This design comes from an exercise in tuning for small area, a short achievable clock period and few clock cycles on the open sky130 flow, not from production work.
Only simulation tests tie the RTL to the original design; equivalence was not proved.
Power is estimated from default activity; no workload was simulated.

== v6 ==
==> module divider, before the edit <==
module divider(
	      input wire 	 clk,
	      input wire 	 resetn,
	      input wire 	 div,
	      input wire 	 isSigned,
	      input wire [31:0]  A,
	      input wire [31:0]  B,
	      output wire [31:0] Q,
	      output wire [31:0] R,
	      output wire 	 complete
	      );
    localparam IDLE = 3'd0, NORM = 3'd1, ITER = 3'd2, NEGR = 3'd3, NEGQ = 3'd4, DONE = 3'd5;
    reg [2:0]  st;
    reg        sA, sB;      
    reg [31:0] P;           
    reg [32:0] M;           
    reg [31:0] Qr;          
    reg [4:0]  cnt;
    reg [5:0]  cA, cB;      
    reg        cA1;         
    function [5:0] clz32(input [31:0] x);
        reg [15:0] v1, c1; reg [7:0] v2; reg [15:0] c2;
        reg [3:0] v3; reg [11:0] c3; reg [1:0] v4; reg [7:0] c4; reg [4:0] c5;
        integer i;
        begin
            for (i = 0; i < 16; i = i + 1) begin
                v1[i] = x[2*i+1] | x[2*i];
                c1[i] = ~x[2*i+1];
            end
            for (i = 0; i < 8; i = i + 1) begin
                v2[i] = v1[2*i+1] | v1[2*i];
                c2[2*i+:2] = v1[2*i+1] ? {1'b0, c1[2*i+1]} : {1'b1, c1[2*i]};
            end
            for (i = 0; i < 4; i = i + 1) begin
                v3[i] = v2[2*i+1] | v2[2*i];
                c3[3*i+:3] = v2[2*i+1] ? {1'b0, c2[4*i+2+:2]} : {1'b1, c2[4*i+:2]};
            end
            for (i = 0; i < 2; i = i + 1) begin
                v4[i] = v3[2*i+1] | v3[2*i];
                c4[4*i+:4] = v3[2*i+1] ? {1'b0, c3[6*i+3+:3]} : {1'b1, c3[6*i+:3]};
            end
            c5 = v4[1] ? {1'b0, c4[7:4]} : {1'b1, c4[3:0]};
            clz32 = (v4[1] | v4[0]) ? {1'b0, c5} : 6'd32;
        end
    endfunction
    wire        nA = isSigned & A[31];
    wire        nB = isSigned & B[31];
    wire [31:0] XA = nA ? {~A[30:0], 1'b1} : A;
    wire        A2k = &(A[31:1] | ~A[30:0]);
    wire [31:0] YB = B ^ {32{nB}};
    wire [6:0]  s   = {1'b0, cB} - {1'b0, cA} - {6'd0, cA1};
    wire [4:0]  sc  = s[4:0] | {5{s[5]}};
    wire [32:0] Msh = ({1'b1, M[31:0]} << sc) | ~({33{1'b1}} << sc) & {33{~sB}};
    wire [31:0] ngi = (st == NEGQ) ? Qr : P;
    wire [31:0] ngo = ~ngi + 32'd1;
    reg  [33:0] g, p, gn, pn;
    reg  [32:0] T;
    integer i, k;
    always @* begin
        g[0] = ~sB; p[0] = 1'b0;
        for (i = 0; i < 33; i = i + 1) begin
            g[i+1] = (i < 32 ? P[i] : 1'b0) & M[i];
            p[i+1] = (i < 32 ? P[i] : 1'b0) ^ M[i];
        end
        for (k = 1; k < 34; k = k * 2) begin
            gn = g; pn = p;
            for (i = 0; i < 34; i = i + 1)
                if (i >= k) begin
                    gn[i] = g[i] | (p[i] & g[i-k]);
                    pn[i] = p[i] & p[i-k];
                end
            g = gn; p = pn;
        end
        for (i = 0; i < 33; i = i + 1)
            T[i] = (i < 32 ? P[i] : 1'b0) ^ M[i] ^ g[i];
    end
    wire        q   = ~T[32];
    always @(posedge clk) begin
        sA <= nA;
        sB <= nB;
        cA <= clz32(XA);
        cA1 <= nA & ~A2k;
        cB <= clz32(YB);
    end
    always @(posedge clk) begin
        cnt <= (st == NORM) ? sc : cnt - 5'd1;
        M   <= (st == IDLE) ? {1'b1, ~YB} :
               (st == NORM) ? Msh : {M[32], M[32:1]};
    end
    always @(posedge clk) begin
        if (!resetn) begin
            st <= IDLE;
        end else begin
            case (st)
            IDLE: begin
                P  <= A;
                if (div) st <= NORM;
            end
            NORM: begin
                if (!s[6] && sA) P <= ngo;
                Qr  <= 32'd0;
                st  <= s[6] ? DONE : ITER;
            end
            ITER: begin
                if (q) P <= T[31:0];
                Qr  <= {Qr[30:0], q};
                if (cnt == 5'd0) st <= sA ? NEGR : sB ? NEGQ : DONE;
            end
            NEGR: begin
                P   <= ngo;
                st  <= sB ? DONE : NEGQ;
            end
            NEGQ: begin
                Qr  <= ngo;
                st  <= DONE;
            end
            default: ;
            endcase
        end
    end
    assign complete = (st == DONE);
    assign Q = Qr;
    assign R = P;
endmodule
==> flow/config.mk <==
export PLATFORM = sky130hd
export DESIGN_NAME = divider
export DESIGN_NICKNAME = divider
export VERILOG_FILES = /design/flow/design.v
export SDC_FILE = /design/flow/constraint.sdc
export NUM_CORES = 4
export LEC_CHECK = 0
export ABC_AREA = 1
export CAP_MARGIN = 20
export CORE_MARGIN = 2
export CORE_UTILIZATION = 40
export PLACE_DENSITY = 0.6
export SETUP_SLACK_MARGIN = 2.8
export SLEW_MARGIN = 20
export TNS_END_PERCENT = 0
==> flow/constraint.sdc <==
create_clock -name core_clock -period 5.5 [get_ports {clk}]
set_input_delay 1.1000 -clock core_clock [delete_from_list [all_inputs] [get_ports {clk}]]
set_output_delay 1.1000 -clock core_clock [all_outputs]
set_load 0.01 [all_outputs]
standard.sh (not shown) runs the stock make flow with config.mk's settings and CLKGATE_MAP_FILE= SYNTH_SCRIPT=/design/flow/synth_recipe.tcl, a recipe that flattens the netlist after the stock synthesis.
==> flow/flow/run.sh <==
#!/bin/bash
# The standard layout, with the smallest buffer (buf_1) on every input and
# output port instead of ORFS's default port buffer.
set -euo pipefail
bash standard.sh "BUFFER_PORTS_ARGS=-buffer_cell sky130_fd_sc_hd__buf_1" finish > flow_make.log 2>&1
Testbench counts of v6, summed over its fixed seeds: cycles 27,699.
#### Input delta (v7 over v6)
--- a/flow/design.v
+++ b/flow/design.v
@@ -48,10 +48,12 @@
     wire [31:0] XA = nA ? {~A[30:0], 1'b1} : A;
     wire        A2k = &(A[31:1] | ~A[30:0]);
     wire [31:0] YB = B ^ {32{nB}};
-    wire [6:0]  s   = {1'b0, cB} - {1'b0, cA} - {6'd0, cA1};
+    wire [7:0]  s2  = {1'b0, cB, 1'b1} + {1'b1, ~cA, ~cA1};
+    wire [6:0]  s   = s2[7:1];
     wire [4:0]  sc  = s[4:0] | {5{s[5]}};
     wire [32:0] Msh = ({1'b1, M[31:0]} << sc) | ~({33{1'b1}} << sc) & {33{~sB}};
-    wire [31:0] ngi = (st == NEGQ) ? Qr : P;
+    reg         inq;        
+    wire [31:0] ngi = inq ? Qr : P;
     wire [31:0] ngo = ~ngi + 32'd1;
     reg  [33:0] g, p, gn, pn;
     reg  [32:0] T;
@@ -75,6 +77,13 @@
             T[i] = (i < 32 ? P[i] : 1'b0) ^ M[i] ^ g[i];
     end
     wire        q   = ~T[32];
+    reg  [32:0] TM;
+    integer j;
+    always @* begin
+        TM[32] = M[32];
+        for (j = 31; j >= 0; j = j - 1) TM[j] = TM[j+1] & M[j];
+    end
+    wire        skip2 = ~|(P & {1'b1, TM[32:2]}) & (cnt != 5'd0);
     always @(posedge clk) begin
         sA <= nA;
         sB <= nB;
@@ -83,10 +92,14 @@
         cB <= clz32(YB);
     end
     always @(posedge clk) begin
-        cnt <= (st == NORM) ? sc : cnt - 5'd1;
+        cnt <= (st == NORM) ? sc : skip2 ? cnt - 5'd2 : cnt - 5'd1;
         M   <= (st == IDLE) ? {1'b1, ~YB} :
-               (st == NORM) ? Msh : {M[32], M[32:1]};
+               (st == NORM) ? Msh :
+               skip2 ? {M[32], M[32], M[32:2]} : {M[32], M[32:1]};
     end
+    wire        last = (cnt == 5'd0) | (skip2 & (cnt == 5'd1));
+    always @(posedge clk)
+        inq <= resetn & (((st == ITER) & last & ~sA & sB) | ((st == NEGR) & ~sB));
     always @(posedge clk) begin
         if (!resetn) begin
             st <= IDLE;
@@ -102,9 +115,13 @@
                 st  <= s[6] ? DONE : ITER;
             end
             ITER: begin
-                if (q) P <= T[31:0];
-                Qr  <= {Qr[30:0], q};
-                if (cnt == 5'd0) st <= sA ? NEGR : sB ? NEGQ : DONE;
+                if (skip2) begin
+                    Qr  <= {Qr[29:0], 2'b00};
+                end else begin
+                    if (q) P <= T[31:0];
+                    Qr  <= {Qr[30:0], q};
+                end
+                if (last) st <= sA ? NEGR : sB ? NEGQ : DONE;
             end
             NEGR: begin
                 P   <= ngo;
==> notes.md <==
- | wire length | v7 vs v6 | worse |
- v7: worst hold slack 0.11 ns above v6
- v6 has a lower proportion of layout cells with a drive suffix above 1 than v7.
- v6 → v7: design area has increased, overall die area has increased, sum of internal, switching and leakage power has increased, multi-input logic area has increased, end-of-flow core utilization has increased.
Testbench counts of v7, summed over its fixed seeds: cycles 25,708.

[separate check: timing with driven ports]
How much do the figures lean on ideal ports? The routed layouts below were timed once more, with nothing changed but the port constraints. Step 1 sets driving cells, clkbuf_16 on the clock port and buf_2 on the other inputs (assumed; they add their load-dependent delay and slew). Step 2 also shifts input and output timing later by t, the mid clock arrival at the registers, as if the neighbouring blocks saw the same clock. Slacks: ideal ports / drivers / drivers and shift; pairs: ideal ports / drivers.
| run | shift t [ns] | setup WS [ns] | worst setup path at the end | clock arrival spread, ns | pins driven straight from the clock port |
|---|---|---|---|---|---|
| v6 | 0.485 | 2.306 / 2.306 / 1.977 | input to register | 0.011 / 0.011 | 1 |
| v7 | 0.487 | 2.364 / 2.364 / 2.010 | input to register | 0.008 / 0.009 | 1 |
After both steps every run listed still meets setup and hold. The setup slack of v7, which loses most, moves by 0.000 ns with the drivers and by -0.354 ns with both steps.
